Background: an optimization exercise with open tools, aiming at small area, a short achievable clock period and few clock cycles per item. Do not read the settings as production practice.
Where RTL was checked, it was by simulation tests only, not by an equivalence proof against the original.
For runs 3 to 7, only the layout was checked, not whether the RTL still works.
Power and IR drop assume default switching activity.

`design/flow/design.v`:
```
`timescale 1ns / 1ps
module lz77_decomp_core (
    input  logic        clk,
    input  logic        rst_n,
    input  logic        tok_valid,
    input  logic [7:0]  tok_dist,
    input  logic [3:0]  tok_len,
    input  logic [7:0]  tok_lit,
    input  logic        tok_last,
    output logic        tok_pop,
    input  logic        out_room,      
    output logic        out_push,
    output logic [7:0]  out_byte,
    output logic        out_last
);
    localparam int GBITS = 5;                  
    localparam int GSIZE = 1 << GBITS;
    localparam int NGRP  = 256 >> GBITS;
    localparam int SEG = 16;
    logic [7:0] hist [0:255];
    logic [3:0]             rot;       
    logic                   started;   
    logic                   ok;
    assign ok = (rot == '0);
    logic             c1_v, c1_copy, c1_last, c1_d1;
    logic [7:0]       c1_lit;
    logic [GSIZE-1:0] lo_oh;                   
    logic [7-GBITS:0] c1_hi;                   
    logic [3:0]       k;                       
    logic             c2_v, c2_last;
    logic [NGRP-1:0]  c2_gsel;                 
    logic             c2_psel;                 
    logic             c2_lsel;                 
    logic [7:0]       c2_lit;
    logic [7:0]       part [0:NGRP-1];
    logic shift, f2, f1;
    assign shift = c2_v && out_room && ok;     
    assign f2    = ok && (!c2_v || out_room);  
    assign f1    = !c1_v || f2;                
    logic c2v_next;
    assign c2v_next = f2 ? c1_v : c2_v;
    logic n_copy;
    assign n_copy  = (k != tok_len);
    assign tok_pop = f1 && tok_valid && !n_copy;
    logic [7:0] sel_n;
    assign sel_n = tok_dist - 8'd1 - {7'd0, c2v_next};
    always_ff @(posedge clk) begin
        if (!rst_n) begin
            c1_v    <= 1'b0;
            c2_v    <= 1'b0;
            k       <= '0;
            rot     <= '0;
            started <= 1'b0;
        end else begin
            if (shift)        started <= 1'b1;
            if (!shift && started) rot <= rot + 1'b1;
            if (f1) begin
                c1_v <= tok_valid;
                if (tok_valid) begin
                    if (n_copy) k <= k + 1'b1;
                    else        k <= '0;
                end
            end
            if (f2) c2_v <= c1_v;
        end
    end
    always_ff @(posedge clk) begin
        if (f1) begin
            c1_copy <= n_copy;
            c1_last <= tok_last && !n_copy;
            c1_lit  <= tok_lit;
            c1_d1   <= (tok_dist == 8'd1);
            c1_hi   <= sel_n[7:GBITS];
            for (int j = 0; j < GSIZE; j++)
                lo_oh[j] <= (sel_n[GBITS-1:0] == j);
        end
        if (f2) begin
            c2_last <= c1_last;
            c2_lit  <= c1_lit;
            c2_lsel <= !c1_copy;
            c2_psel <= c1_copy && c1_d1 && c2_v;
            for (int g = 0; g < NGRP; g++)
                c2_gsel[g] <= c1_copy && !(c1_d1 && c2_v) && (c1_hi == g);
            for (int g = 0; g < NGRP; g++) begin
                logic [7:0] acc;
                acc = '0;
                for (int j = 0; j < GSIZE; j++)
                    acc = acc | (hist[g * GSIZE + j] & {8{lo_oh[j]}});
                part[g] <= acc;
            end
        end
    end
    logic [7:0] nbyte;
    always_comb begin
        nbyte = (c2_lit & {8{c2_lsel}}) | (hist[0] & {8{c2_psel}});
        for (int g = 0; g < NGRP; g++)
            nbyte = nbyte | (part[g] & {8{c2_gsel[g]}});
    end
    always_ff @(posedge clk) begin
        for (int i = 0; i < 256; i++) begin
            if (i % SEG != 0)  hist[i] <= hist[i-1];
            else if (!shift)   hist[i] <= hist[i+SEG-1];
            else if (i == 0)   hist[i] <= nbyte;
            else               hist[i] <= hist[i-1];
        end
    end
    assign out_push = shift;
    assign out_byte = nbyte;
    assign out_last = c2_last;
endmodule
`timescale 1ns/1ps
module lz77_decomp_stream (
    input  logic        clk,
    input  logic        rst_n,
    input  logic [19:0] s_axis_tdata,
    input  logic        s_axis_tvalid,
    output logic        s_axis_tready,
    input  logic        s_axis_tlast,
    output logic [7:0]  m_axis_tdata,
    output logic        m_axis_tvalid,
    input  logic        m_axis_tready,
    output logic        m_axis_tlast
);
    logic [20:0] h_d, s_d;
    logic        h_v, s_v;
    assign s_axis_tready = !s_v;
    logic acc, pop_tok;
    assign acc = s_axis_tvalid && !s_v;
    always_ff @(posedge clk) begin
        if (!rst_n) begin
            h_v <= 1'b0;
            s_v <= 1'b0;
        end else begin
            if (pop_tok || !h_v) begin
                h_v <= s_v || acc;
                s_v <= 1'b0;
            end else begin
                s_v <= s_v || acc;
            end
        end
    end
    always_ff @(posedge clk) begin
        if (pop_tok || !h_v) h_d <= s_v ? s_d : {s_axis_tlast, s_axis_tdata};
        if (!s_v)            s_d <= {s_axis_tlast, s_axis_tdata};
    end
    logic       out_room, out_push, out_last;
    logic [7:0] out_byte;
    lz77_decomp_core u_core (
        .clk       (clk),
        .rst_n     (rst_n),
        .tok_valid (h_v),
        .tok_dist  (h_d[19:12]),
        .tok_len   (h_d[11:8]),
        .tok_lit   (h_d[7:0]),
        .tok_last  (h_d[20]),
        .tok_pop   (pop_tok),
        .out_room  (out_room),
        .out_push  (out_push),
        .out_byte  (out_byte),
        .out_last  (out_last)
    );
    logic       o_v, k_v;
    logic [8:0] o_d, k_d;
    assign out_room      = !k_v;
    assign m_axis_tvalid = o_v;
    assign m_axis_tdata  = o_d[7:0];
    assign m_axis_tlast  = o_d[8];
    logic pop;
    assign pop = o_v && m_axis_tready;
    always_ff @(posedge clk) begin
        if (!rst_n) begin
            o_v <= 1'b0;
            k_v <= 1'b0;
        end else begin
            if (!o_v || pop) begin
                o_v <= k_v || out_push;
                k_v <= 1'b0;
            end else begin
                k_v <= k_v || out_push;
            end
        end
    end
    always_ff @(posedge clk) begin
        if (!o_v || pop) o_d <= k_v ? k_d : {out_last, out_byte};
        if (!k_v)        k_d <= {out_last, out_byte};
    end
endmodule
```
`design/flow/run.sh`:
```
#!/bin/bash
# synth_recipe.tcl (not shown) runs the flow's synth.tcl, then flattens the netlist and writes it again
# the make line also repeats each setting of config.mk as NAME=value (left out here)
make -C /OpenROAD-flow-scripts/flow DESIGN_CONFIG=/design/flow/config.mk WORK_HOME=/design/flow/orfs CLKGATE_MAP_FILE= SYNTH_SCRIPT=/design/flow/synth_recipe.tcl finish
```
`design/flow/config.mk`:
```
export PLATFORM = sky130hd
export DESIGN_NAME = lz77_decomp_stream
export DESIGN_NICKNAME = lz77_decomp_stream
export VERILOG_FILES = /design/flow/design.v
export SDC_FILE = /design/flow/constraint.sdc
export NUM_CORES = 4
export LEC_CHECK = 0
export CAP_MARGIN = 20
export CORE_MARGIN = 2
export CORE_UTILIZATION = 40
export CTS_CLUSTER_DIAMETER = 100
export CTS_CLUSTER_SIZE = 24
export SETUP_SLACK_MARGIN = 4.4
export SLEW_MARGIN = 20
```
`design/flow/constraint.sdc`:
```
create_clock -name core_clock -period 7.0 [get_ports {clk}]
set_input_delay 1.4000 -clock core_clock [delete_from_list [all_inputs] [get_ports {clk}]]
set_output_delay 1.4000 -clock core_clock [all_outputs]
set_load 0.01 [all_outputs]
```
==> flow_summary.ini, run 1 <==
[run_status]
status = no timing/DRC/antenna violations

[clocking]
cts_buffer_depth = 3
ctsHtreeMaxLevel = 3
cts_tree = built
path_clk_slew_ps = 90
cts_sinks = 2252
hold_buffers = 0
clk-insertion-delay-late_ps = 760
cts_buffers = 103
cts-root-buf = clkbuf_16

[yosys]
synthesis.nets = 4238
ys_seq_elements = 2252
synth.distinct_cells = 46
synth_warnings = 4
ys.flop_type = dfxtp_1
syn_avg_cell_area_sq_um = 14.4
syn_inst = 4208
ys_async_sr_fraction = 0
synthesis.area_sq_mm = 0.0605
synth_edf_count = 159
yosysSeqAreaShare = 0.771

[global_routing]
grt_pass1_vias = 36400
grt_pass1_wl_mm = 256
overflow = 0
grt.met1_usage = 0.317
use_met2 = 0.361
grt_max_degree = 65
grt_use_met3 = 0.0362
track_usage = 0.227
antenna_found_initial = 3
top_usage_layer = met2

[worst_setup_path]
critPathBufInv = 1
crit_type = register to output pin
slowest_delay_ps = 380
setup.worst_path.end_class = output pin
cp_cell_sequence = buf_2
startpoint = o_d[2]$_DFFE_PP_
crit_path_max_fanout = 1
cpMaxStageDelayCell = edfxtp_1
cp.required_ps = 5600
worstPathArrival_ps = 1290
r2r-start = u_core.rot[0]$_SDFFE_PN0P_
r2r_cells = 12
worstSetupStartpointType = register
cpLargestDelayFamily = flip-flops
r2r_end = u_core.lo_oh[12]$_DFFE_PN_
regToRegSetupSlack_ps = 4360

[final_layout]
areaGrowthSynthToFinish_pct = 9.21
layout_commonest_cell = dfxtp_1
fin_nets = 4207
utilization = 0.441
drive_gt1_frac = 0.0798
seqCellArea_sq_mm = 0.0467
num_antenna_cells = 0
multi_input_area_sq_mm = 0.0129
n_fill_cell = 13500
final_cell_mix = dfxtp_1, a22oi_1, nand4_1

[sta]
fin_crit_sh = 0.384
setup_viol = 0
timing.fmax_mhz = 372
drv_slew = 0
tightest_slew_ps = 1130
rsz0062_at_grt = true
hold_viol = 0
relSlewSlack = 0.245
clock_skew_ps = 32.2
setup-tns-final_ps = 0
period_minus_slack_ps = 2690

[detailed_routing]
ant_nets = 0
vias_per_cell = 5.80
detail_route.wl_per_cell_um = 28.7
drt_pass1_iterations = 6
drtIter0Drc = 3981
wirelength_mm = 180
via_count = 36300
drc = 0

[floorplanning]
die_h_um = 393
die-area_sq_mm = 0.154
coreArea_sq_mm = 0.150
dieWidth_um = 393
top_level_ports = 36
rows = 142
floorplan.initialDensity = 0.404

[min_path]
hold_end = u_core.hist[133][4]$_DFF_P_
min_path_cells = 0
hp-class = register to register
min_from = u_core.hist[132][4]$_DFF_P_

[power]
p_per_area_mw_per_mm2 = 320
ir_worst_vdd_uv = 193
p_leak_nw = 24.3

[placed_design]
gp_congestion = 0.812
port_buffers = 35
dpl.hpwl_mm = 95.1

[run]
cap_violations = 0
-- repair_timing --
action | in CTS | in global routing
resized for setup | 68 | 41
gates cloned | 2 | 0
setup buffers | 5 | 5
setup endpoints to repair | 190 | 61
pin swaps | 1 | 22
-- cell usage after synthesis (all sizes together) (5+ instances only) --
cell type / n / area share
dfxtp: 2093 / 0.69
a22oi: 1049 / 0.13
nand4: 267 / 0.028
clkbuf: 168 / 0.010
edfxtp: 159 / 0.079
mux2: 158 / 0.029
buf: 86 / 0.0070
or4: 64 / 0.0079
nor2: 46 / 0.0029
nand2: 24 / 0.0015
xnor2: 11 / 0.0016
inv: 10 / 0.00062
a221oi: 8 / 0.0012
a22o: 8 / 0.0012
a21boi: 5 / 0.00062
ha: 5 / 0.0010
-- worst max-delay path by stage --
stage,end,slack (ps),depth (start not counted)
floorplan,u_core.c2_gsel[0]$_DFFE_PP_,4310,4
global placement,u_core.k[3]$_SDFFE_PN0P_,3950,3
detailed placement,u_core.k[3]$_SDFFE_PN0P_,3960,3
CTS,s_axis_tready,4180,2
global route,m_axis_tdata[7],4230,1
finish,m_axis_tdata[2],4310,1
-- final cells by class --
cell class / instances / area share
clock buffers: 158 / 0.0424
clock inverters: 4 / 0.00117
inverters: 10 / 0.000625
multi-input cells: 1694 / 0.195
flip-flops and latches: 2252 / 0.706
well taps: 2016 / 0.0382
repair buffers: 116 / 0.0157
-- power breakdown --
part,internal [mW],switching (mW)
combinational,0.179,0.902
sequential,13.2,0.186
clock,2.82,3.90
total,16.2,4.99
-- flip-flops by register name, indices dropped and copies added, names as in the netlist, 3 cells and up --
register / count
h_d: 21
o_d: 9
u_core.rot: 4
u_core.hist: 2048
u_core.lo_oh: 32
u_core.c1_hi: 3
u_core.c1_lit: 8
u_core.part: 64
u_core.c2_gsel: 8
u_core.k: 4
k_d: 9
s_d: 21
u_core.c2_lit: 8
-- routing by layer --
layer / wire (um) / vias up
li1: - / 15700
met1: 78100 / 18600
met2: 81800 / 1629
met3: 13600 / 337
met4: 6010 / 2
met5: 13 / -
-- kinds of logic (layout without fill, tap and decap cells) --
logic type,after synthesis,after routing,synth area share
xor+xnor,15,15,0.00217
flops,2252,2252,0.771
buf+inv,264,288,0.0181
mux,158,158,0.0294
compound gates,1080,1080,0.134
fa+ha+maj,5,5,0.00103
simple gates,434,436,0.0437
-- metrics by stage --
stage          area [sq um]  setup WS [ps]  hold slack, ps  std cells  total power, mW
6_report              66100           4310             323       6250             21.1
3_3_place_gp          62900           3950             333       6075             14.7
3_5_place_dp          62900           3960             336       6076             14.7
2_1_floorplan         60500           4310             331       4208             14.0
4_1_cts               65900           4180             325       6245             21.2
5_1_grt               66100           4230             331       6250             21.7
Testbench counts, summed over its fixed seeds: cycles 77,530, bytes 77,498.
==> run 2, diff against run 1 <==
--- a/design/flow/config.mk
+++ b/design/flow/config.mk
@@ -8,7 +8,5 @@
 export CAP_MARGIN = 20
 export CORE_MARGIN = 2
 export CORE_UTILIZATION = 40
-export CTS_CLUSTER_DIAMETER = 100
-export CTS_CLUSTER_SIZE = 24
 export SETUP_SLACK_MARGIN = 4.4
 export SLEW_MARGIN = 20
==> flow_summary.ini, run 2 <==
[run_status]
status = no timing/DRC/antenna violations

[worst_setup_path]
cpMaxStageDelayCell = edfxtp_1
crit_cells = 1
startpoint = o_d[2]$_DFFE_PP_
crit_type = register to output pin
worstPathArrival_ps = 1360
cp_cell_sequence = buf_2
crit_end = m_axis_tdata[2]
regToRegSetupSlack_ps = 4390
r2r_end = u_core.part[2][7]$_DFFE_PP_
r2r-start = u_core.lo_oh[25]$_DFFE_PN_
slowest_delay_ps = 370
cpLargestDelayFamily = flip-flops
critPathBufInv = 1
cp.required_ps = 5600
setup.worst_path.end_class = output pin
crit_path_max_fanout = 1
worstSetupStartpointType = register
r2r_cells = 5

[final_layout]
num_antenna_cells = 0
fin_nets = 4307
largestRegisters = u_core.hist: 2048 flops, u_core.part: 64 flops, u_core.lo_oh: 32 flops
largest_register_ffs = 2048
finalNonFillerCells = 6458
areaGrowthSynthToFinish_pct = 15.3
drive_gt1_frac = 0.120
utilization = 0.465
layout_commonest_cell = dfxtp_1
final_cell_mix = dfxtp_1, a22oi_1, nand4_1
largest_register = u_core.hist

[run]
cap_violations = 0

[yosys]
synthXorXnorAreaFrac = 0.00217
synthMuxAreaShare = 0.0294
synthTopCellsByArea = dfxtp_1, a22oi_1, edfxtp_1
synth-simple-area-share = 0.0437
synth_top_family_by_area = compound AO/OA/AOI/OAI gates
syn_inst = 4208
synth_warnings = 4
syn_avg_cell_area_sq_um = 14.4
synth_top_area_frac = 0.692
ys.flop_type = dfxtp_1
yosysMostFrequentCell = dfxtp_1
yosys.area.top_type = dfxtp_1
synthAdderAreaFrac = 0.00103
yosysSeqAreaShare = 0.771
synth_edf_count = 159
yosys-top-cells-count = dfxtp_1, a22oi_1, nand4_1
synthesis.nets = 4238
synth_compound_area_frac = 0.134
ys_seq_elements = 2252
synthesis.area_sq_mm = 0.0605
synth.distinct_cells = 46
ys_async_sr_fraction = 0

[clocking]
cts_buffers = 198
cts_tree = built
cts_buffer_depth = 3
clk-insertion-delay-late_ps = 840
cts-root-buf = clkbuf_16
path_clk_slew_ps = 70
ctsHtreeMaxLevel = 4
cts_sinks = 2252

[placed_design]
port_buffers = 35
dpl.cell_count = 6076
dpl.hpwl_mm = 95.1
gp_congestion = 0.812

[sta]
setup_viol = 0
rsz0062_at_grt = true
relSlewSlack = 0.222
setup-tns-final_ps = 0
tightest_slew_ps = 1170
period_minus_slack_ps = 2760
hold_viol = 0
clock_skew_ps = 41.6
fin_crit_sh = 0.394
timing.fmax_mhz = 363
drv_slew = 0

[detailed_routing]
via_count = 37100
drtIter0Drc = 4053
ant_nets = 0
drc = 0
detail_route.wl_per_cell_um = 28.2
wirelength_mm = 182
vias_per_cell = 5.75
drt_pass1_iterations = 6

[floorplanning]
floorplan.initialDensity = 0.404
rows = 142
die-area_sq_mm = 0.154
die_h_um = 393
coreArea_sq_mm = 0.150
dieWidth_um = 393
top_level_ports = 36

[power]
ir_worst_vdd_uv = 334
p_leak_nw = 26.2
p_per_area_mw_per_mm2 = 362

[global_routing]
antenna_found_initial = 2
track_usage = 0.230
grt_pass1_vias = 37400
overflow = 0
grt_max_degree = 65
grt_pass1_wl_mm = 259

[min_path]
hp-class = register to register
## run 2: worst min path at each step
stage                                      startpoint                           to  depth (start not counted)
after floorplan           u_core.hist[108][1]$_DFF_P_  u_core.hist[109][1]$_DFF_P_                          0
after global placement     u_core.hist[48][1]$_DFF_P_   u_core.hist[49][1]$_DFF_P_                          0
after detailed placement   u_core.hist[45][2]$_DFF_P_   u_core.hist[46][2]$_DFF_P_                          0
after CTS                 u_core.hist[214][2]$_DFF_P_  u_core.hist[215][2]$_DFF_P_                          0
after global routing      u_core.hist[238][2]$_DFF_P_  u_core.hist[239][2]$_DFF_P_                          0
final                     u_core.hist[238][2]$_DFF_P_  u_core.hist[239][2]$_DFF_P_                          0
## run 2: area by class of cell
class	instances	area [sq um]
fill	13200	80200
sequential	2252	46700
clock buffer	306	5910
timing repair buffer	121	1100
multi-input combinational	1694	12900
tap	2016	2520
inverter	10	41.3
clock inverter	59	594
## run 2: report_power, final
part	switching (mW)	internal, mW
sequential	0.186	13.2
clock	4.78	6.05
combinational	0.900	0.183
total	5.86	19.4
## run 2: cell families after synthesis
group | count (synthesis)
AO/OA/AOI/OAI | 1080
AND/OR/NAND/NOR | 434
adder cells (fa/ha/maj) | 5
buffers and inverters | 264
multiplexers | 158
XOR/XNOR | 15
flip-flops | 2252
## run 2: per-layer routing
layer	routed length [um]	track usage	vias up
met4	5640	0.0798	0
met1	78900	0.317	18900
met5	0	0	-
li1	-	-	16000
met3	14600	0.0394	369
met2	83300	0.365	1789
## run 2: repair_timing
item	4_1_cts	5_1_grt
setup buffers	5	10
hold buffers	0	0
gates resized for setup	70	42
endpoints found under the setup margin	189	141
cloned	0	2
pin swaps	4	10
## run 2: stage by stage
| step | cell area [sq um] | total power, mW | worst slack [ps] | hold slack, ps |
|---|---|---|---|---|
| after floorplan | 60500 | 14.0 | 4310 | 331 |
| after global placement | 62900 | 14.7 | 3950 | 333 |
| after detailed placement | 62900 | 14.7 | 3960 | 336 |
| after CTS | 69500 | 25.3 | 4180 | 314 |
| after global routing | 69800 | 25.9 | 4190 | 321 |
| final | 69800 | 25.3 | 4240 | 314 |
==> run 3, diff against run 2 <==
--- a/design/flow/design.v
+++ b/design/flow/design.v
@@ -16,9 +16,9 @@
     localparam int GBITS = 5;                  
     localparam int GSIZE = 1 << GBITS;
     localparam int NGRP  = 256 >> GBITS;
-    localparam int SEG = 16;
+    localparam int SEG = 32;
     logic [7:0] hist [0:255];
-    logic [3:0]             rot;       
+    logic [4:0]             rot;       
     logic                   started;   
     logic                   ok;
     assign ok = (rot == '0);
@@ -30,9 +30,7 @@
     logic             c2_v, c2_last;
     logic [NGRP-1:0]  c2_gsel;                 
     logic             c2_psel;                 
-    logic             c2_lsel;                 
-    logic [7:0]       c2_lit;
-    logic [7:0]       part [0:NGRP-1];
+    logic [7:0]       part [0:NGRP-1];         
     logic shift, f2, f1;
     assign shift = c2_v && out_room && ok;     
     assign f2    = ok && (!c2_v || out_room);  
@@ -42,8 +40,12 @@
     logic n_copy;
     assign n_copy  = (k != tok_len);
     assign tok_pop = f1 && tok_valid && !n_copy;
-    logic [7:0] sel_n;
-    assign sel_n = tok_dist - 8'd1 - {7'd0, c2v_next};
+    logic [7:0]       dm1, dm2;
+    logic [GSIZE-1:0] oh1;
+    assign dm1 = tok_dist - 8'd1;
+    assign dm2 = tok_dist - 8'd2;
+    always_comb
+        for (int j = 0; j < GSIZE; j++) oh1[j] = (dm1[GBITS-1:0] == j);
     always_ff @(posedge clk) begin
         if (!rst_n) begin
             c1_v    <= 1'b0;
@@ -70,29 +72,27 @@
             c1_last <= tok_last && !n_copy;
             c1_lit  <= tok_lit;
             c1_d1   <= (tok_dist == 8'd1);
-            c1_hi   <= sel_n[7:GBITS];
-            for (int j = 0; j < GSIZE; j++)
-                lo_oh[j] <= (sel_n[GBITS-1:0] == j);
+            c1_hi   <= c2v_next ? dm2[7:GBITS] : dm1[7:GBITS];
+            lo_oh   <= c2v_next ? {oh1[0], oh1[GSIZE-1:1]} : oh1;
         end
         if (f2) begin
             c2_last <= c1_last;
-            c2_lit  <= c1_lit;
-            c2_lsel <= !c1_copy;
             c2_psel <= c1_copy && c1_d1 && c2_v;
             for (int g = 0; g < NGRP; g++)
-                c2_gsel[g] <= c1_copy && !(c1_d1 && c2_v) && (c1_hi == g);
+                c2_gsel[g] <= c1_copy ? (!(c1_d1 && c2_v) && (c1_hi == g)) : (g == 0);
             for (int g = 0; g < NGRP; g++) begin
                 logic [7:0] acc;
                 acc = '0;
                 for (int j = 0; j < GSIZE; j++)
                     acc = acc | (hist[g * GSIZE + j] & {8{lo_oh[j]}});
-                part[g] <= acc;
+                if (g == 0 && !c1_copy) part[g] <= c1_lit;
+                else                    part[g] <= acc;
             end
         end
     end
     logic [7:0] nbyte;
     always_comb begin
-        nbyte = (c2_lit & {8{c2_lsel}}) | (hist[0] & {8{c2_psel}});
+        nbyte = hist[0] & {8{c2_psel}};
         for (int g = 0; g < NGRP; g++)
             nbyte = nbyte | (part[g] & {8{c2_gsel[g]}});
     end
@@ -123,19 +123,23 @@
 );
     logic [20:0] h_d, s_d;
     logic        h_v, s_v;
-    assign s_axis_tready = !s_v;
+    logic        in_rdy;                  
+    assign s_axis_tready = in_rdy;
     logic acc, pop_tok;
-    assign acc = s_axis_tvalid && !s_v;
+    assign acc = s_axis_tvalid && in_rdy;
     always_ff @(posedge clk) begin
         if (!rst_n) begin
-            h_v <= 1'b0;
-            s_v <= 1'b0;
+            h_v    <= 1'b0;
+            s_v    <= 1'b0;
+            in_rdy <= 1'b1;
         end else begin
             if (pop_tok || !h_v) begin
-                h_v <= s_v || acc;
-                s_v <= 1'b0;
+                h_v    <= s_v || acc;
+                s_v    <= 1'b0;
+                in_rdy <= 1'b1;
             end else begin
-                s_v <= s_v || acc;
+                s_v    <= s_v || acc;
+                in_rdy <= !(s_v || acc);
             end
         end
     end
--- a/design/flow/config.mk
+++ b/design/flow/config.mk
@@ -8,5 +8,7 @@
 export CAP_MARGIN = 20
 export CORE_MARGIN = 2
 export CORE_UTILIZATION = 40
-export SETUP_SLACK_MARGIN = 4.4
+export CTS_CLUSTER_DIAMETER = 100
+export CTS_CLUSTER_SIZE = 24
+export SETUP_SLACK_MARGIN = 4.6
 export SLEW_MARGIN = 20
==> flow_summary.ini, run 3 <==
[yosys]
ys.flop_type = dfxtp_1
yosys.area.top_type = dfxtp_1
ys_async_sr_fraction = 0
syn_avg_cell_area_sq_um = 14.3
synthesis.area_sq_mm = 0.0597
synth.distinct_cells = 50
synthTopCellsByArea = dfxtp_1, a22oi_1, edfxtp_1
yosysMostFrequentCell = dfxtp_1
yosys-top-cells-count = dfxtp_1, a22oi_1, nand4_1
syn_inst = 4173
synth_top_area_frac = 0.703
synth_warnings = 4
synth_edf_count = 150
synthesis.nets = 4201
yosysSeqAreaShare = 0.778
ys_seq_elements = 2245

[detailed_routing]
wirelength_mm = 175
via_count = 35800
vias_per_cell = 5.83
ant_nets = 0
drtIter0Drc = 4220
drt_pass1_iterations = 9
drc = 0
detail_route.wl_per_cell_um = 28.5

[global_routing]
overflow = 0
grt_pass1_wl_mm = 252
grt_pass1_vias = 35900
grt_max_degree = 49
track_usage = 0.224
antenna_found_initial = 0

[sta]
hold_viol = 0
setup-tns-final_ps = 0
drv_slew = 0
relSlewSlack = 0.230
fin_crit_sh = 0.380
clock_skew_ps = 22.2
timing.fmax_mhz = 376
tightest_slew_ps = 1150
setup_viol = 0
period_minus_slack_ps = 2660
rsz0062_at_grt = true

[worst_setup_path]
cpLargestDelayFamily = flip-flops
cp.required_ps = 5600
slowest_delay_ps = 380
crit_type = register to output pin
crit_path_max_fanout = 1
worstSetupStartpointType = register
critPathBufInv = 1
setup.worst_path.end_class = output pin
startpoint = o_d[5]$_DFFE_PP_
worstPathArrival_ps = 1260
cp_cell_sequence = buf_2
r2r-start = u_core.rot[0]$_SDFFE_PN0P_
cpMaxStageDelayCell = edfxtp_1

[final_layout]
final_cell_mix = dfxtp_1, a22oi_1, nand4_1
largest_register_ffs = 2048
layout_commonest_cell = dfxtp_1
seqCellArea_sq_mm = 0.0465
utilization = 0.441
fin_nets = 4173
multi_input_area_sq_mm = 0.0123
n_fill_cell = 13100
largest_register = u_core.hist
areaGrowthSynthToFinish_pct = 9.34
drive_gt1_frac = 0.0787
num_antenna_cells = 0
largestRegisters = u_core.hist: 2048 flops, u_core.part: 64 flops, u_core.lo_oh: 32 flops

[placed_design]
port_buffers = 35
gp_congestion = 0.827
dpl.hpwl_mm = 93.8

[clocking]
cts_buffers = 103
ctsHtreeMaxLevel = 3
clk-insertion-delay-late_ps = 730
cts_tree = built
cts-root-buf = clkbuf_16
path_clk_slew_ps = 100
cts_buffer_depth = 3
hold_buffers = 0
cts_sinks = 2245

[power]
p_leak_nw = 23.9
p_per_area_mw_per_mm2 = 317
ir_worst_vdd_uv = 236

[min_path]
hp-class = register to register
min_from = u_core.hist[55][0]$_DFF_P_

[run]
cap_violations = 0

[floorplanning]
dieWidth_um = 390
top_level_ports = 36
die_h_um = 390
rows = 141
coreArea_sq_mm = 0.148
die-area_sq_mm = 0.152
floorplan.initialDensity = 0.403

[run_status]
status = no timing/DRC/antenna violations
## run 3: cell count changes in the layout (fill, tap and decap cells not counted), sizes merged, moves of 18 or more
| cell | before | now |
|---|---|---|
| a21oi | 1 | 19 |
| clkinv | 43 | 1 |
| a22oi | 1049 | 1016 |
| nor2 | 46 | 22 |
| nand2 | 24 | 49 |
| clkbuf | 306 | 161 |
| mux2 | 158 | 94 |
| nand4 | 267 | 248 |
## run 3: kinds of logic (layout without fill, tap and decap cells)
kind of cell | count (synthesis) | count (layout) | share of synthesized area
AOI/OAI and AO/OA | 1121 | 1121 | 0.141
and+or+nand+nor | 437 | 438 | 0.0442
muxes | 94 | 94 | 0.0177
buffers and inverters | 264 | 294 | 0.0169
DFF | 2245 | 2245 | 0.778
xor gates and xnor gates | 9 | 9 | 0.00132
adders and majority gates | 3 | 3 | 0.000629
## run 3: what timing repair did
item / 4_1_cts / 5_1_grt
endpoints found under the hold margin: 0 / 0
pin swaps: 1 / 1
endpoints found under the setup margin: 253 / 166
setup buffers: 3 / 4
gates cloned: 3 / 1
resized for setup: 86 / 31
## run 3: cell type report
cell class | count | area share
inverters | 8 | 0.000518
clock inverters | 4 | 0.000863
well taps | 1930 | 0.0370
repair buffers | 119 | 0.0171
clock buffers | 160 | 0.0433
repair inverters | 3 | 0.000345
multi-input cells | 1665 | 0.189
flip-flops and latches | 2245 | 0.712
## run 3: final timing paths
| path | endpoint | slack (ps) | cells after the start |
|---|---|---|---|
| max | m_axis_tdata[5] | 4340 | 1 |
| min | u_core.hist[56][0]$_DFF_P_ | 340 | 0 |
| max reg2reg | u_core.lo_oh[10]$_DFFE_PN_ | 4610 | 6 |
| min reg2reg | u_core.hist[56][0]$_DFF_P_ | 340 | 0 |
## run 3: through the flow
stage               hold slack [ps]  total power, mW  setup slack (ps)  cell area, sq um  cells
global route                    345             21.2              4290             65300   6134
finish                          338             20.7              4340             65300   6134
CTS                             346             20.7              4300             65100   6129
detailed placement              336             14.3              3950             62100   5959
global placement                333             14.3              4040             62100   5959
floorplan                       330             13.8              4480             59700   4173
## run 3: routing by layer
metal  GRT usage  wire (um)  part of all wire
met1       0.313      76200              0.44
met2       0.362      80600              0.46
met3      0.0313      12400             0.071
met4      0.0644       5510             0.032
met5           0          0                 0
## run 3: report_power, final
group          leakage [nW]  total (mW)  internal [mW]  switching (mW)
combinational          3.90       0.761          0.147           0.614
sequential             18.6        13.3           13.1           0.177
clock                  1.38        6.69           2.80            3.89
total                  23.9        20.7           16.0            4.68
==> run 4, diff against run 3 <==
--- a/design/flow/config.mk
+++ b/design/flow/config.mk
@@ -9,6 +9,6 @@
 export CORE_MARGIN = 2
 export CORE_UTILIZATION = 40
 export CTS_CLUSTER_DIAMETER = 100
-export CTS_CLUSTER_SIZE = 24
-export SETUP_SLACK_MARGIN = 4.6
+export CTS_CLUSTER_SIZE = 30
+export SETUP_SLACK_MARGIN = 4.4
 export SLEW_MARGIN = 20
==> flow_summary.ini, run 4 <==
[run_status]
status = no timing/DRC/antenna violations

[floorplanning]
rows = 141
die-area_sq_mm = 0.152
top_level_ports = 36
dieWidth_um = 390
floorplan.initialDensity = 0.403
die_h_um = 390
coreArea_sq_mm = 0.148

[run]
cap_violations = 0

[sta]
period_minus_slack_ps = 2670
clock_skew_ps = 35.4
setup_viol = 0
fin_worst_hold_slack_ps = 323
hold_viol = 0
fin_crit_sh = 0.382
timing.fmax_mhz = 374
rsz0062_at_grt = true
setup-tns-final_ps = 0
drv_slew = 0
tightest_slew_ps = 1140
relSlewSlack = 0.240

[placed_design]
port_buffers = 35
gp_congestion = 0.805
dpl.hpwl_mm = 93.7
dpl.cell_count = 5951
place_area_sq_mm = 0.0620

[yosys]
ys_async_sr_fraction = 0
syn_avg_cell_area_sq_um = 14.3
yosys.area.top_type = dfxtp_1
yosys-top-cells-count = dfxtp_1, a22oi_1, nand4_1
yosysSeqAreaShare = 0.778
synth_warnings = 4
ys_seq_elements = 2245
synthesis.nets = 4201
ys.flop_type = dfxtp_1
synth_edf_count = 150
synthesis.area_sq_mm = 0.0597
synth_top_area_frac = 0.703
synthTopCellsByArea = dfxtp_1, a22oi_1, edfxtp_1
syn_inst = 4173
synth.distinct_cells = 50
yosysMostFrequentCell = dfxtp_1

[worst_setup_path]
critPathBufInv = 1
cp.required_ps = 5600
worstSetupStartpointType = register
setup.worst_path.end_class = output pin
crit_path_max_fanout = 1
crit_type = register to output pin
cpLargestDelayFamily = flip-flops
cp_cell_sequence = buf_2
cpMaxStageDelayCell = edfxtp_1
slowest_delay_ps = 390
worstPathArrival_ps = 1270

[final_layout]
areaGrowthSynthToFinish_pct = 8.30
num_antenna_cells = 0
finalNonFillerCells = 6108
largest_register = u_core.hist
layout_commonest_cell = dfxtp_1
fin_nets = 4149
n_fill_cell = 13200
largest_register_ffs = 2048
fin_area_sq_mm = 0.0646
drive_gt1_frac = 0.0720
largestRegisters = u_core.hist: 2048 flops, u_core.part: 64 flops, u_core.lo_oh: 32 flops
final_cell_mix = dfxtp_1, a22oi_1, nand4_1

[clocking]
hold_buffers = 0
ctsHtreeMaxLevel = 3
clk-insertion-delay-late_ps = 750
cts-root-buf = clkbuf_16
cts_buffer_depth = 3
cts_sinks = 2245
cts_tree = built
path_clk_slew_ps = 120
cts_buffers = 85

[power]
ir_worst_vdd_uv = 222
p_per_area_mw_per_mm2 = 313
p_leak_nw = 23.6

[detailed_routing]
vias_per_cell = 5.88
drtIter0Drc = 3989
drc = 0
detail_route.wl_per_cell_um = 28.7
via_count = 35900
wirelength_mm = 175
drt_pass1_iterations = 7
ant_nets = 0

[global_routing]
grt_pass1_vias = 35800
overflow = 0
grt_pass1_wl_mm = 250
antenna_found_initial = 2
grt_max_degree = 56
track_usage = 0.223

[min_path]
hp-class = register to register
-- run 4: layout make-up --
type | count | area [sq um] | share of cell area
timing repair buffer | 114 | 977 | 0.0151
clock buffer | 136 | 2380 | 0.0369
sequential | 2245 | 46400 | 0.719
timing repair inverter | 3 | 22.5 | 0.000348
clock inverter | 8 | 83.8 | 0.00130
tap | 1930 | 2410 | 0.0374
multi-input combinational | 1664 | 12300 | 0.190
inverter | 8 | 33.8 | 0.000523
-- run 4: path summary, 6_finish.rpt --
path / slack [ps] / cells past startpoint / startpoint / to
max reg2reg: 4420 / 5 / u_core.lo_oh[10]$_DFFE_PN_ / u_core.part[1][7]$_DFFE_PP_
max: 4330 / 1 / o_d[6]$_DFFE_PP_ / m_axis_tdata[6]
min reg2reg: 320 / 0 / u_core.hist[221][0]$_DFF_P_ / u_core.hist[222][0]$_DFF_P_
min: 320 / 0 / u_core.hist[221][0]$_DFF_P_ / u_core.hist[222][0]$_DFF_P_
-- run 4: logic make-up after synthesis --
family          Yosys count  share of synthesized area
xor+xnor                  9                    0.00132
compound gates         1121                      0.141
mux                      94                     0.0177
fa+ha+maj                 3                   0.000629
buf+inv                 264                     0.0169
simple gates            437                     0.0442
flops                  2245                      0.778
-- run 4: report_power, final --
group	switching [mW]	leakage, nW	internal, mW	total, mW
Sequential	0.183	18.6	13.1	13.3
Combinational	0.606	3.84	0.133	0.739
Clock	3.80	1.18	2.40	6.20
Total	4.59	23.6	15.6	20.2
-- run 4: per-layer routing --
layer  part of all wire  vias up  track usage
li1                   -    15500            -
met3              0.074      334       0.0319
met4              0.031        2       0.0650
met1               0.44    18300        0.313
met5           0.000068        -            0
met2               0.46     1744        0.357
-- run 4: worst register-to-register path, stage by stage (launching register included) --
cell and delay, ps:
edfxtp_1 370, buf_4 410, buf_4 530, a22oi_1 330, nand4_1 130, or4_1 540
-- run 4: repair_timing --
| action | in CTS | in global routing |
|---|---|---|
| resized for setup | 57 | 10 |
| gates cloned | 3 | 0 |
| hold endpoints to repair | 0 | 0 |
| pin swaps | 0 | 0 |
| setup buffers | 7 | 3 |
| endpoints found under the setup margin | 212 | 107 |
-- run 4: stage by stage --
step | utilization | power (mW) | setup WS [ps]
global route | 0.437 | 20.7 | 4260
finish | 0.437 | 20.2 | 4330
global placement | 0.419 | 14.3 | 4000
floorplan | - | 13.8 | 4220
CTS | 0.436 | 20.2 | 4120
detailed placement | 0.419 | 14.3 | 3970
==> run 5, diff against run 4 <==
--- a/design/flow/config.mk
+++ b/design/flow/config.mk
@@ -5,6 +5,7 @@
 export SDC_FILE = /design/flow/constraint.sdc
 export NUM_CORES = 4
 export LEC_CHECK = 0
+export ABC_AREA = 1
 export CAP_MARGIN = 20
 export CORE_MARGIN = 2
 export CORE_UTILIZATION = 40
==> flow_summary.ini, run 5 <==
[min_path]
min_path_cells = 0
hold_end = u_core.hist[7][5]$_DFF_P_
min_from = u_core.hist[6][5]$_DFF_P_
hp-class = register to register

[power]
ir_worst_vdd_uv = 218
p_leak_nw = 30.1
total_power_mw = 28.3
p_per_area_mw_per_mm2 = 408

[clocking]
cts_tree = built
hold_buffers = 0
cts_buffer_depth = 3
ctsHtreeMaxLevel = 3
cts-root-buf = clkbuf_16
clk-insertion-delay-late_ps = 750
cts_sinks = 2245
cts_buffers = 84
path_clk_slew_ps = 120

[yosys]
syn_avg_cell_area_sq_um = 9.63
synth_top_area_frac = 0.649
synth_edf_count = 150
yosysSeqAreaShare = 0.719
yosysMostFrequentCell = nand2_1
synthesis.area_sq_mm = 0.0646
yosys-top-cells-count = nand2_1, dfxtp_1, nor2_1
ys_seq_elements = 2245
synthTopCellsByArea = dfxtp_1, nand2_1, edfxtp_1
syn_inst = 6715
ys.flop_type = dfxtp_1
yosys.area.top_type = dfxtp_1
synth_warnings = 4
ys_async_sr_fraction = 0
synthesis.nets = 6743
synth.distinct_cells = 33

[detailed_routing]
wirelength_mm = 189
detail_route.wl_per_cell_um = 21.3
ant_nets = 0
drtIter0Drc = 4115
drc = 0
vias_per_cell = 4.90
via_count = 43400
drt_pass1_iterations = 6

[worst_setup_path]
cp_cell_sequence = buf_2
worstSetupStartpointType = register
r2r_end = u_core.part[1][4]$_DFFE_PP_
cpLargestDelayFamily = flip-flops
crit_path_max_fanout = 1
slowest_delay_ps = 500
cp.required_ps = 5600
critPathBufInv = 1
worstPathArrival_ps = 1430
r2r_cells = 8
r2r-start = u_core.rot[0]$_SDFFE_PN0P_
setup.worst_path.end_class = output pin
cpMaxStageDelayCell = edfxtp_1
regToRegSetupSlack_ps = 4440
crit_type = register to output pin

[global_routing]
grt_pass1_wl_mm = 276
grt_pass1_vias = 41900
track_usage = 0.227
overflow = 0
grt_max_degree = 67
antenna_found_initial = 2

[final_layout]
n_fill_cell = 15400
seqCellArea_sq_mm = 0.0464
final_cell_mix = nand2_1, dfxtp_1, nor2_1
largestRegisters = u_core.hist: 2048 flops, u_core.part: 64 flops, u_core.lo_oh: 32 flops
drive_gt1_frac = 0.0310
fin_nets = 6671
largest_register_ffs = 2048
largest_register = u_core.hist
multi_input_area_sq_mm = 0.0162
layout_commonest_cell = nand2_1
areaGrowthSynthToFinish_pct = 7.60
utilization = 0.433

[sta]
fin_crit_sh = 0.404
tightest_slew_ps = 1130
rsz0062_at_grt = true
period_minus_slack_ps = 2830
fin_worst_hold_slack_ps = 329
hold_viol = 0
timing.fmax_mhz = 354
drv_slew = 0
worst_slack_ps = 4170
setup-tns-final_ps = 0
clock_skew_ps = 40.0
relSlewSlack = 0.246
setup_viol = 0

[floorplanning]
die-area_sq_mm = 0.165
coreArea_sq_mm = 0.161
dieWidth_um = 406
floorplan.initialDensity = 0.403
top_level_ports = 36
rows = 147
die_h_um = 406

[run_status]
status = no timing/DRC/antenna violations

[placed_design]
dpl.hpwl_mm = 105
port_buffers = 35
pre_cts_slack_ps = 4090
gp_congestion = 0.828

[run]
cap_violations = 0
==> run 5: cell types whose count changed in the layout (fill, tap and decap cells not counted), sizes merged, moves of 78 or more <==
| cell | previous run | this run |
|---|---|---|
| inv | 12 | 215 |
| nand3 | 13 | 110 |
| nor2 | 22 | 340 |
| o21ai | 7 | 85 |
| a22oi | 1016 | 0 |
| mux2 | 94 | 0 |
| nand2 | 49 | 3086 |
==> run 5: layer usage <==
metal | global-route usage | routed length [um] | vias up
met3 | 0.0276 | 12700 | 260
met1 | 0.316 | 85200 | 21000
met4 | 0.0637 | 5090 | 2
met5 | 0 | 13 | -
li1 | - | - | 20700
met2 | 0.372 | 86200 | 1451
==> run 5: timing repair <==
item	in CTS	in global routing
endpoints found under the setup margin	123	44
gates cloned	0	1
hold endpoints to repair	0	0
resized for setup	56	7
buffers inserted	1	1
pin swaps	0	1
==> run 5: worst max path at each step <==
stage	from	endpoint	slack [ps]	depth (start not counted)
final	o_d[2]$_DFFE_PP_	m_axis_tdata[2]	4170	1
after global routing	o_d[2]$_DFFE_PP_	m_axis_tdata[2]	4140	1
after floorplan	u_core.rot[0]$_SDFFE_PN0P_	u_core.k[1]$_SDFFE_PN0P_	4540	9
after global placement	u_core.rot[0]$_SDFFE_PN0P_	u_core.part[0][7]$_DFFE_PP_	4090	8
after detailed placement	u_core.rot[0]$_SDFFE_PN0P_	u_core.part[0][7]$_DFFE_PP_	4090	8
after CTS	o_d[2]$_DFFE_PP_	m_axis_tdata[2]	4130	1
==> run 5: final cells by class <==
cell class / count / share of cell area
flip-flops and latches: 2245 / 0.668
multi-input cells: 3990 / 0.233
well taps: 2160 / 0.0389
clock buffers: 139 / 0.0344
repair buffers: 107 / 0.0137
inverters: 215 / 0.0117
clock inverters: 4 / 0.000720
diodes: 2 / 0.0000720
==> run 5: power by group <==
part | switching (mW) | internal, mW
sequential | 2.03 | 16.5
combinational | 2.70 | 0.904
clock | 3.84 | 2.40
==> run 5: cell families (layout without fill, tap and decap cells) <==
| logic type | count (synthesis) | in the layout | synth area share |
|---|---|---|---|
| DFF | 2245 | 2245 | 0.719 |
| AOI/OAI and AO/OA | 105 | 106 | 0.00860 |
| adders and majority gates | 3 | 3 | 0.000581 |
| and+or+nand+nor | 3874 | 3874 | 0.240 |
| other | 0 | 2 | 0 |
| xor gates and xnor gates | 7 | 7 | 0.000949 |
| buffers and inverters | 481 | 465 | 0.0314 |
==> run 5: metrics by stage <==
step           area (sq um)  cells
2_1_floorplan         64600   6715
3_3_place_gp          67000   8713
3_5_place_dp          67000   8714
4_1_cts               69500   8858
5_1_grt               69500   8860
6_report              69500   8862
==> run 6, diff against run 5 <==
--- a/design/flow/design.v
+++ b/design/flow/design.v
@@ -163,29 +163,17 @@
         .out_byte  (out_byte),
         .out_last  (out_last)
     );
-    logic       o_v, k_v;
-    logic [8:0] o_d, k_d;
-    assign out_room      = !k_v;
+    logic       o_v;
+    logic [8:0] o_d;
+    assign out_room      = !o_v || m_axis_tready;
     assign m_axis_tvalid = o_v;
     assign m_axis_tdata  = o_d[7:0];
     assign m_axis_tlast  = o_d[8];
-    logic pop;
-    assign pop = o_v && m_axis_tready;
     always_ff @(posedge clk) begin
-        if (!rst_n) begin
-            o_v <= 1'b0;
-            k_v <= 1'b0;
-        end else begin
-            if (!o_v || pop) begin
-                o_v <= k_v || out_push;
-                k_v <= 1'b0;
-            end else begin
-                k_v <= k_v || out_push;
-            end
-        end
+        if (!rst_n)        o_v <= 1'b0;
+        else if (out_room) o_v <= out_push;
     end
     always_ff @(posedge clk) begin
-        if (!o_v || pop) o_d <= k_v ? k_d : {out_last, out_byte};
-        if (!k_v)        k_d <= {out_last, out_byte};
+        if (out_push) o_d <= {out_last, out_byte};
     end
 endmodule
--- a/design/flow/config.mk
+++ b/design/flow/config.mk
@@ -5,7 +5,6 @@
 export SDC_FILE = /design/flow/constraint.sdc
 export NUM_CORES = 4
 export LEC_CHECK = 0
-export ABC_AREA = 1
 export CAP_MARGIN = 20
 export CORE_MARGIN = 2
 export CORE_UTILIZATION = 40
==> flow_summary.ini, run 6 <==
[power]
p_per_area_mw_per_mm2 = 311
p_leak_nw = 23.7
switching_power_mw = 4.54
clkPwrFrac = 0.304
pwr-share-comb = 0.038
p_int_mw = 15.5
power_frac_seq = 0.657
swShare = 0.227
ir_worst_vdd_uv = 210

[global_routing]
grt_pass1_wl_mm = 252
grt_pass1_vias = 35800
track_usage = 0.225
overflow = 0
antenna_found_initial = 4
grt_max_degree = 65

[yosys]
yosys-top-cells-count = dfxtp_1, a22oi_1, nand4_1
yosys.area.top_type = dfxtp_1
yosysMostFrequentCell = dfxtp_1
synthesis.area_sq_mm = 0.0594
synthMuxAreaShare = 0.00567
ys_async_sr_fraction = 0
synth.distinct_cells = 50
ys_seq_elements = 2235
synthesis.nets = 4297
synth_top_area_frac = 0.703
synth_compound_area_frac = 0.141
yosysSeqAreaShare = 0.779
synth_edf_count = 150
synth_top_family_by_area = compound AO/OA/AOI/OAI gates
synth_warnings = 4
synthXorXnorAreaFrac = 0.00147
synth-simple-area-share = 0.0549
ys.flop_type = dfxtp_1
syn_inst = 4269
syn_avg_cell_area_sq_um = 13.9
synthTopCellsByArea = dfxtp_1, a22oi_1, edfxtp_1
synthAdderAreaFrac = 0.000632

[floorplanning]
rows = 141
top_level_ports = 36
dieWidth_um = 389
coreArea_sq_mm = 0.148
die-area_sq_mm = 0.152
floorplan.initialDensity = 0.402
die_h_um = 389

[final_layout]
largest_register_ffs = 2048
final_cell_mix = dfxtp_1, a22oi_1, nand4_1
fin_area_sq_mm = 0.0645
largestRegisters = u_core.hist: 2048 flops, u_core.part: 64 flops, u_core.lo_oh: 32 flops
fin_nets = 4251
areaGrowthSynthToFinish_pct = 8.66
drive_gt1_frac = 0.0581
layout_commonest_cell = dfxtp_1
n_fill_cell = 13200
largest_register = u_core.hist

[worst_setup_path]
worstSetupStartpointType = register
regToRegSetupSlack_ps = 4360
cpMaxStageDelayCell = edfxtp_1
setup.worst_path.end_class = output pin
cp.required_ps = 5600
slowest_delay_ps = 510
crit_type = register to output pin
worstPathArrival_ps = 1440
critPathBufInv = 1
crit_path_max_fanout = 1
cp_cell_sequence = buf_2
cpLargestDelayFamily = flip-flops

[sta]
hold_viol = 0
timing.fmax_mhz = 352
period_minus_slack_ps = 2840
rsz0062_at_grt = true
fin_crit_sh = 0.406
clock_skew_ps = 32.0
tightest_slew_ps = 1020
setup-tns-final_ps = 0
setup_viol = 0
relSlewSlack = 0.321
drv_slew = 0

[clocking]
hold_buffers = 0
path_clk_slew_ps = 110
cts-root-buf = clkbuf_16
cts_tree = built
cts_sinks = 2235
cts_buffer_depth = 3
ctsHtreeMaxLevel = 3
clk-insertion-delay-late_ps = 750
cts_buffers = 84

[detailed_routing]
detail_route.wl_per_cell_um = 28.3
vias_per_cell = 5.84
via_count = 36100
drtIter0Drc = 4360
ant_nets = 0
wirelength_mm = 175
drt_pass1_iterations = 6
drc = 0

[min_path]
hp-class = register to register

[run_status]
status = no timing/DRC/antenna violations

[run]
cap_violations = 0

[placed_design]
gp_congestion = 0.811
port_buffers = 35
place_area_sq_mm = 0.0618
dpl.hpwl_mm = 91.6
[run 6: cell count changes in the layout (fill, tap and decap cells not counted), moves of 10 or more]
cell	previous run	this run
nand3_1	109	16
clkbuf_1	51	26
nor2_1	335	32
dfxtp_1	2093	2083
o21ai_0	81	1
mux2_2	0	29
inv_1	207	8
nor3_1	51	9
nor4_1	25	1
or4_1	0	57
a211oi_1	1	13
nand2_1	3081	209
a222oi_1	0	16
a22oi_1	0	1016
[run 6: final timing paths]
check / from / end / cells past startpoint
worst max register to register: u_core.lo_oh[3]$_DFFE_PN_ / u_core.part[6][6]$_DFFE_PP_ / 4
worst max-delay path: o_d[1]$_DFFE_PP_ / m_axis_tdata[1] / 1
worst min register to register: u_core.hist[227][7]$_DFF_P_ / u_core.hist[228][7]$_DFF_P_ / 0
worst min-delay path: u_core.hist[227][7]$_DFF_P_ / u_core.hist[228][7]$_DFF_P_ / 0
[run 6: per-layer routing]
layer / up-vias / routed length, um / GRT usage
met1: 18400 / 77400 / 0.319
met4: 4 / 5200 / 0.0688
met3: 324 / 13200 / 0.0299
li1: 15700 / - / -
met5: - / 37 / 0
met2: 1704 / 79500 / 0.358
[run 6: stage by stage]
step / cells / power, mW / hold WS [ps] / worst slack (ps) / utilization
3_5_place_dp: 6038 / 14.2 / 336 / 3000 / 0.418
3_3_place_gp: 6038 / 14.2 / 332 / 3060 / 0.418
2_1_floorplan: 4269 / 13.7 / 330 / 3890 / -
4_1_cts: 6172 / 20.1 / 337 / 4150 / 0.436
6_report: 6185 / 20.0 / 335 / 4160 / 0.437
5_1_grt: 6184 / 20.6 / 345 / 4150 / 0.437
[run 6: kinds of logic after synthesis]
kind of cell	after synthesis
XOR/XNOR	10
flip-flops	2235
multiplexers	30
AO/OA/AOI/OAI	1117
adder cells (fa/ha/maj)	3
buffers and inverters	270
AND/OR/NAND/NOR	604
[run 6: final cells by class]
| type | instances | area (sq um) | area share |
|---|---|---|---|
| clock buffers | 112 | 2250 | 0.0349 |
| diodes | 1 | 2.50 | 0.0000388 |
| multi-input cells | 1766 | 12200 | 0.189 |
| inverters | 10 | 57.6 | 0.000892 |
| well taps | 1930 | 2410 | 0.0374 |
| repair inverters | 3 | 22.5 | 0.000349 |
| repair buffers | 123 | 1220 | 0.0190 |
| flip-flops and latches | 2235 | 46200 | 0.717 |
| clock inverters | 5 | 103 | 0.00159 |
[run 6: power by group through the flow]
stage	clock, mW	combinational [mW]	sequential [mW]
after floorplan	0	0.337	13.4
after global placement	0	0.698	13.5
after detailed placement	0	0.701	13.5
after CTS	6.17	0.733	13.2
after global routing	6.61	0.771	13.2
final	6.09	0.771	13.2
[run 6: what timing repair did]
action	in CTS	in global routing
resized for setup	74	22
pin swaps	2	2
endpoints found under the setup margin	206	122
cloned	3	2
buffers inserted	14	10
==> run 7, diff against run 6 <==
--- a/design/flow/design.v
+++ b/design/flow/design.v
@@ -9,6 +9,9 @@
     input  logic        tok_last,
     output logic        tok_pop,
     input  logic        out_room,      
+    input  logic        out_room_nx,   
+    output logic        f1_nx,         
+    output logic [3:0]  k_nx,          
     output logic        out_push,
     output logic [7:0]  out_byte,
     output logic        out_last
@@ -40,6 +43,13 @@
     logic n_copy;
     assign n_copy  = (k != tok_len);
     assign tok_pop = f1 && tok_valid && !n_copy;
+    logic       c1v_next, ok_next;
+    logic [4:0] rot_next;
+    assign c1v_next = f1 ? tok_valid : c1_v;
+    assign rot_next = (!shift && started) ? rot + 1'b1 : rot;
+    assign ok_next  = (rot_next == '0);
+    assign f1_nx    = !c1v_next || (ok_next && (!c2v_next || out_room_nx));
+    assign k_nx     = (f1 && tok_valid) ? (n_copy ? k + 1'b1 : 4'd0) : k;
     logic [7:0]       dm1, dm2;
     logic [GSIZE-1:0] oh1;
     assign dm1 = tok_dist - 8'd1;
@@ -55,15 +65,10 @@
             started <= 1'b0;
         end else begin
             if (shift)        started <= 1'b1;
-            if (!shift && started) rot <= rot + 1'b1;
-            if (f1) begin
-                c1_v <= tok_valid;
-                if (tok_valid) begin
-                    if (n_copy) k <= k + 1'b1;
-                    else        k <= '0;
-                end
-            end
-            if (f2) c2_v <= c1_v;
+            rot  <= rot_next;
+            k    <= k_nx;
+            c1_v <= c1v_next;
+            c2_v <= c2v_next;
         end
     end
     always_ff @(posedge clk) begin
@@ -121,31 +126,29 @@
     input  logic        m_axis_tready,
     output logic        m_axis_tlast
 );
-    logic [20:0] h_d, s_d;
-    logic        h_v, s_v;
-    logic        in_rdy;                  
+    logic [20:0] h_d;
+    logic        h_v;
+    logic        in_rdy;
     assign s_axis_tready = in_rdy;
     logic acc, pop_tok;
     assign acc = s_axis_tvalid && in_rdy;
+    logic        h_v_nx;
+    logic [3:0]  h_len_nx;
+    logic        out_room_nx, f1_nx;
+    logic [3:0]  k_nx;
+    assign h_v_nx   = acc || (h_v && !pop_tok);
+    assign h_len_nx = acc ? s_axis_tdata[11:8] : h_d[11:8];
     always_ff @(posedge clk) begin
         if (!rst_n) begin
             h_v    <= 1'b0;
-            s_v    <= 1'b0;
             in_rdy <= 1'b1;
         end else begin
-            if (pop_tok || !h_v) begin
-                h_v    <= s_v || acc;
-                s_v    <= 1'b0;
-                in_rdy <= 1'b1;
-            end else begin
-                s_v    <= s_v || acc;
-                in_rdy <= !(s_v || acc);
-            end
-        end
-    end
-    always_ff @(posedge clk) begin
-        if (pop_tok || !h_v) h_d <= s_v ? s_d : {s_axis_tlast, s_axis_tdata};
-        if (!s_v)            s_d <= {s_axis_tlast, s_axis_tdata};
+            h_v    <= h_v_nx;
+            in_rdy <= !h_v_nx || (f1_nx && (k_nx == h_len_nx));
+        end
+    end
+    always_ff @(posedge clk) begin
+        if (acc) h_d <= {s_axis_tlast, s_axis_tdata};
     end
     logic       out_room, out_push, out_last;
     logic [7:0] out_byte;
@@ -159,21 +162,41 @@
         .tok_last  (h_d[20]),
         .tok_pop   (pop_tok),
         .out_room  (out_room),
+        .out_room_nx (out_room_nx),
+        .f1_nx     (f1_nx),
+        .k_nx      (k_nx),
         .out_push  (out_push),
         .out_byte  (out_byte),
         .out_last  (out_last)
     );
-    logic       o_v;
-    logic [8:0] o_d;
-    assign out_room      = !o_v || m_axis_tready;
+    logic       o_v, k_v;
+    logic [8:0] o_d, k_d;
+    assign out_room      = !k_v;
+    assign out_room_nx   = !((o_v && !pop) && (k_v || out_push));
     assign m_axis_tvalid = o_v;
     assign m_axis_tdata  = o_d[7:0];
     assign m_axis_tlast  = o_d[8];
-    always_ff @(posedge clk) begin
-        if (!rst_n)        o_v <= 1'b0;
-        else if (out_room) o_v <= out_push;
-    end
-    always_ff @(posedge clk) begin
-        if (out_push) o_d <= {out_last, out_byte};
+    logic pop;
+    assign pop = o_v && m_axis_tready;
+    always_ff @(posedge clk) begin
+        if (!rst_n) begin
+            o_v <= 1'b0;
+            k_v <= 1'b0;
+        end else begin
+            if (!o_v || pop) begin
+                o_v <= k_v || out_push;
+                k_v <= 1'b0;
+            end else begin
+                k_v <= k_v || out_push;
+            end
+        end
+    end
+    logic       o_ld;
+    logic [8:0] o_new;
+    assign o_ld  = !o_v || pop;
+    assign o_new = k_v ? k_d : {out_last, out_byte};
+    always_ff @(posedge clk) begin
+        o_d <= (o_new & {9{o_ld}}) | (o_d & {9{!o_ld}});
+        if (!k_v) k_d <= {out_last, out_byte};
     end
 endmodule
--- a/design/flow/config.mk
+++ b/design/flow/config.mk
@@ -9,6 +9,6 @@
 export CORE_MARGIN = 2
 export CORE_UTILIZATION = 40
 export CTS_CLUSTER_DIAMETER = 100
-export CTS_CLUSTER_SIZE = 30
+export CTS_CLUSTER_SIZE = 26
 export SETUP_SLACK_MARGIN = 4.4
 export SLEW_MARGIN = 20
==> flow_summary.ini, run 7 <==
[run_status]
status = no timing/DRC/antenna violations

[floorplanning]
top_level_ports = 36
die-area_sq_mm = 0.151
die_h_um = 389
coreArea_sq_mm = 0.147
dieWidth_um = 389
rows = 141
floorplan.initialDensity = 0.402

[global_routing]
overflow = 0
antenna_found_initial = 3
grt_max_degree = 65
grt_pass1_vias = 35700
grt_pass1_wl_mm = 253
track_usage = 0.228

[min_path]
hp-class = register to register
min_path_cells = 0
min_from = u_core.hist[57][6]$_DFF_P_

[sta]
hold_viol = 0
drv_slew = 0
fin_worst_hold_slack_ps = 328
rsz0062_at_grt = true
period_minus_slack_ps = 2680
clock_skew_ps = 32.8
setup-tns-final_ps = 0
timing.fmax_mhz = 373
tightest_slew_ps = 1180
setup_viol = 0
relSlewSlack = 0.215
fin_crit_sh = 0.383

[yosys]
ys_seq_elements = 2223
ys.flop_type = dfxtp_1
synthesis.area_sq_mm = 0.0592
synth_edf_count = 150
synth_top_area_frac = 0.701
yosys.area.top_type = dfxtp_1
syn_avg_cell_area_sq_um = 13.9
yosysSeqAreaShare = 0.777
ys_async_sr_fraction = 0
yosys-top-cells-count = dfxtp_1, a22oi_1, nand2_1
syn_inst = 4267
synthTopCellsByArea = dfxtp_1, a22oi_1, edfxtp_1
synth.distinct_cells = 50
synthesis.nets = 4295
synth_warnings = 4
yosysMostFrequentCell = dfxtp_1

[placed_design]
port_buffers = 35
gp_congestion = 0.825
dpl.hpwl_mm = 94.2
place_area_sq_mm = 0.0616

[clocking]
cts_tree = built
cts_buffers = 95
clk-insertion-delay-late_ps = 730
cts_sinks = 2223
hold_buffers = 0
cts-root-buf = clkbuf_16
cts_buffer_depth = 3
path_clk_slew_ps = 110
ctsHtreeMaxLevel = 3

[power]
power_frac_seq = 0.651
swShare = 0.218
switching_power_mw = 4.36
p_int_mw = 15.6
p_leak_nw = 24.3
p_per_area_mw_per_mm2 = 308
clkPwrFrac = 0.321
pwr-share-comb = 0.028
ir_worst_vdd_uv = 258

[final_layout]
largest_register_ffs = 2048
multi_input_area_sq_mm = 0.0123
fin_nets = 4257
largestRegisters = u_core.hist: 2048 flops, u_core.part: 64 flops, u_core.lo_oh: 32 flops
seqCellArea_sq_mm = 0.0460
final_cell_mix = dfxtp_1, a22oi_1, nand2_1
layout_commonest_cell = dfxtp_1
drive_gt1_frac = 0.0536
n_fill_cell = 13200
largest_register = u_core.hist
fin_area_sq_mm = 0.0647
areaGrowthSynthToFinish_pct = 9.24

[worst_setup_path]
setup.worst_path.end_class = output pin
worstSetupStartpointType = register
crit_path_max_fanout = 1
slowest_delay_ps = 390
worstPathArrival_ps = 1280
critPathBufInv = 1
crit_cells = 1
cp_cell_sequence = buf_2
r2r-start = u_core.c2_gsel[6]$_SDFFCE_PN0P_
cpMaxStageDelayCell = edfxtp_1
cp.required_ps = 5600
r2r_cells = 3
crit_type = register to output pin
cpLargestDelayFamily = flip-flops

[detailed_routing]
wirelength_mm = 178
drt_pass1_iterations = 6
vias_per_cell = 5.85
ant_nets = 0
drc = 0
drtIter0Drc = 4283
via_count = 36400
detail_route.wl_per_cell_um = 28.7

[run]
cap_violations = 0
[run 7: cell count changes after synthesis, moves of 19 or more]
| cell | previous run | this run |
|---|---|---|
| mux2_2 | 29 | 10 |
| a22oi_1 | 1016 | 737 |
| a22o_1 | 8 | 148 |
| a221oi_1 | 8 | 152 |
| nand4_1 | 253 | 123 |
| nand3_1 | 18 | 149 |
[run 7: routing by layer]
metal	up-vias	part of all wire	global-route usage
li1	15800	-	-
met3	306	0.081	0.0339
met1	18600	0.45	0.331
met5	-	0.00015	0
met4	4	0.026	0.0617
met2	1716	0.44	0.355
[run 7: final timing paths]
check	slack, ps	end
setup / recovery	4320	m_axis_tdata[6]
setup reg to reg	4380	register
hold reg to reg	330	u_core.hist[58][6]$_DFF_P_
hold / removal	330	u_core.hist[58][6]$_DFF_P_
[run 7: final cells by class]
| class | count | share of cell area |
|---|---|---|
| repair buffers | 125 | 0.0198 |
| multi-input cells | 1771 | 0.190 |
| clock inverters | 5 | 0.000909 |
| flip-flops and latches | 2223 | 0.711 |
| clock buffers | 151 | 0.0403 |
| inverters | 12 | 0.000754 |
| diodes | 1 | 0.0000387 |
| repair inverters | 1 | 0.000116 |
| well taps | 1930 | 0.0373 |
[run 7: per-stage QoR]
stage | utilization | total power, mW | setup slack (ps) | cells
5_1_grt | 0.439 | 20.5 | 4250 | 6218
2_1_floorplan | - | 13.4 | 4470 | 4267
3_5_place_dp | 0.418 | 13.8 | 3740 | 6043
3_3_place_gp | 0.418 | 13.8 | 3770 | 6043
6_report | 0.439 | 20.0 | 4320 | 6219
4_1_cts | 0.437 | 20.0 | 4210 | 6209
[run 7: logic make-up after synthesis]
family          Yosys count  synth area share
flops                  2223             0.777
compound gates         1084             0.144
simple gates            654            0.0563
buf+inv                 273            0.0173
mux                      17           0.00308
xor+xnor                 12           0.00177
fa+ha+maj                 4          0.000803
[run 7: timing repair]
item,CTS,global route
endpoints found under the setup margin,181,201
pin swaps,1,1
resized for setup,78,50
cloned,1,2
buffers inserted,9,7
[run 7: power groups by stage]
stage	Sequential, mW	Combinational, mW	Clock [mW]
4_1_cts	13.0	0.535	6.46
5_1_grt	13.0	0.562	6.89
6_report	13.0	0.564	6.40
2_1_floorplan	13.2	0.226	0
3_5_place_dp	13.3	0.518	0
3_3_place_gp	13.3	0.516	0
[run 7: worst reg2reg max path, stage by stage, from the launching register on]
cell and delay (ps):
edfxtp_1 680, a222oi_1 1030, nand3_1 300, mux2_2 350
==> run 8, diff against run 7 <==
--- a/design/flow/design.v
+++ b/design/flow/design.v
@@ -191,12 +191,8 @@
             end
         end
     end
-    logic       o_ld;
-    logic [8:0] o_new;
-    assign o_ld  = !o_v || pop;
-    assign o_new = k_v ? k_d : {out_last, out_byte};
     always_ff @(posedge clk) begin
-        o_d <= (o_new & {9{o_ld}}) | (o_d & {9{!o_ld}});
-        if (!k_v) k_d <= {out_last, out_byte};
+        if (!o_v || pop) o_d <= k_v ? k_d : {out_last, out_byte};
+        if (!k_v)        k_d <= {out_last, out_byte};
     end
 endmodule
--- a/design/flow/config.mk
+++ b/design/flow/config.mk
@@ -10,5 +10,5 @@
 export CORE_UTILIZATION = 40
 export CTS_CLUSTER_DIAMETER = 100
 export CTS_CLUSTER_SIZE = 26
-export SETUP_SLACK_MARGIN = 4.4
+export SETUP_SLACK_MARGIN = 4.6
 export SLEW_MARGIN = 20
==> flow_summary.ini, run 8 <==
[global_routing]
antenna_found_initial = 5
overflow = 0
grt_max_degree = 65
track_usage = 0.226

[placed_design]
gp_congestion = 0.829
place_area_sq_mm = 0.0618

[detailed_routing]
wirelength_mm = 183
drtIter0Drc = 4325
via_count = 36300
vias_per_cell = 5.89
drt_pass1_iterations = 6

[floorplanning]
coreArea_sq_mm = 0.147
die-area_sq_mm = 0.151
rows = 141
floorplan.initialDensity = 0.402

[sta]
relSlewSlack = 0.378
drv_slew = 0
rsz0062_at_grt = true
clock_skew_ps = 36.1
timing.fmax_mhz = 374
tightest_slew_ps = 933
hold_viol = 0
fin_crit_sh = 0.382

[final_layout]
drive_gt1_frac = 0.0950
final_cell_mix = dfxtp_1, a22oi_1, nand3_1, edfxtp_1, a221oi_1
n_fill_cell = 13100
areaGrowthSynthToFinish_pct = 11.8
layout_commonest_cell = dfxtp_1
largest_register = u_core.hist
fin_area_sq_mm = 0.0663
largest_register_ffs = 2048

[clocking]
cts_buffers = 96
cts_sinks = 2223
hold_buffers = 0
cts-root-buf = clkbuf_16

[worst_setup_path]
setup.worst_path.end_class = output pin
worstPathArrival_ps = 1270
crit_cells = 1
cpLargestDelayFamily = flip-flops
regToRegSetupSlack_ps = 4540
critPathBufInv = 1
r2r_end = u_core.part[6][4]$_DFFE_PP_
cp.required_ps = 5600
cp_cell_sequence = buf_2
crit_path_max_fanout = 1
crit_end = m_axis_tlast
r2r-start = u_core.lo_oh[21]$_DFFE_PP_
worstSetupStartpointType = register
r2r_cells = 6

[power]
power_frac_seq = 0.644
swShare = 0.222
switching_power_mw = 4.47
p_int_mw = 15.7
clkPwrFrac = 0.322
ir_worst_vdd_uv = 200
p_per_area_mw_per_mm2 = 304

[yosys]
synthesis.nets = 4175
synth.distinct_cells = 53
synth_top_area_frac = 0.700
synthTopCellsByArea = dfxtp_1, a22oi_1, edfxtp_1
ys.flop_type = dfxtp_1
yosysSeqAreaShare = 0.776
yosysMostFrequentCell = dfxtp_1
ys_async_sr_fraction = 0
synthesis.area_sq_mm = 0.0593
yosys-top-cells-count = dfxtp_1, a22oi_1, clkbuf_1
syn_avg_cell_area_sq_um = 14.3

[run]
cap_violations = 0

[min_path]
min_path_cells = 0
hp-class = register to register

[run_status]
status = no timing/DRC/antenna violations
-- run 8: cell count changes after synthesis, sizes merged, moves of 3 or more --
| cell | delta |
|---|---|
| mux2 | +64 |
| nor3 | -4 |
| xnor2 | -4 |
| buf | -9 |
| o21ai | +3 |
| xor2 | +6 |
| a22o | -5 |
| nor2 | +11 |
| nand2 | -192 |
-- run 8: how the worst min path moves through the flow --
stage	start	endpoint	slack, ps
6_report	u_core.hist[126][0]$_DFF_P_	u_core.hist[127][0]$_DFF_P_	320
5_1_grt	u_core.hist[165][4]$_DFF_P_	u_core.hist[166][4]$_DFF_P_	340
4_1_cts	u_core.hist[133][1]$_DFF_P_	u_core.hist[134][1]$_DFF_P_	330
3_5_place_dp	u_core.hist[71][0]$_DFF_P_	u_core.hist[72][0]$_DFF_P_	340
3_3_place_gp	u_core.hist[235][5]$_DFF_P_	u_core.hist[236][5]$_DFF_P_	330
2_1_floorplan	u_core.hist[20][2]$_DFF_P_	u_core.hist[21][2]$_DFF_P_	330
-- run 8: per-stage QoR --
step | worst slack (ps) | utilization | hold WS [ps] | power, mW | instances
floorplan | 4570 | - | 330 | 13.5 | 4147
global placement | 3690 | 0.419 | 332 | 13.8 | 5931
detailed placement | 3650 | 0.419 | 336 | 13.8 | 5932
CTS | 4280 | 0.443 | 327 | 20.1 | 6115
global route | 4250 | 0.449 | 335 | 20.7 | 6162
finish | 4330 | 0.450 | 323 | 20.2 | 6166
-- run 8: logic make-up after synthesis --
logic type	count (synthesis)	share of synthesized area
DFF	2223	0.776
AOI/OAI and AO/OA	1089	0.145
and+or+nand+nor	471	0.0446
buffers and inverters	265	0.0171
muxes	81	0.0152
xor gates and xnor gates	14	0.00207
adders and majority gates	4	0.000802
-- run 8: repair_timing --
item,in CTS,in global routing
buffers inserted,31,33
gates resized for setup,147,105
pin swaps,3,8
endpoints found under the setup margin,230,104
cloned,6,14
-- run 8: layer usage --
layer,vias to the layer above,wire [um],GRT usage
met5,-,10,0
met4,2,4850,0.0562
met3,285,15700,0.0351
met2,1836,83300,0.363
met1,18600,79500,0.320
li1,15600,-,-
-- run 8: power by group through the flow --
stage                     registers (mW)  logic, mW  clock network [mW]
after floorplan                     13.2      0.237                   0
after global placement              13.3      0.508                   0
after detailed placement            13.3      0.511                   0
after CTS                           13.0      0.607                6.52
after global routing                13.0      0.679                7.00
final                               13.0      0.683                6.50
-- run 8: area by class of cell --
class                      count  area (sq um)  area share
timing repair buffer         191          2560      0.0386
sequential                  2223         46000       0.694
antenna                        4          10.0    0.000151
inverter                      13          52.6    0.000793
tap                         1930          2410      0.0364
clock buffer                 138          2580      0.0389
clock inverter                 8           123     0.00185
multi-input combinational   1659         12500       0.189
Testbench counts of run 8, summed over its fixed seeds: cycles 77,530, bytes 77,498.

Re-timed with assumed drivers on the ports (clkbuf_16 on the clock, buf_2 on other inputs), run 8 has 4.248 ns of setup slack against 4.327 ns with ideal ports, and 4.017 ns once port delays also move by the mid clock arrival of 0.822 ns.
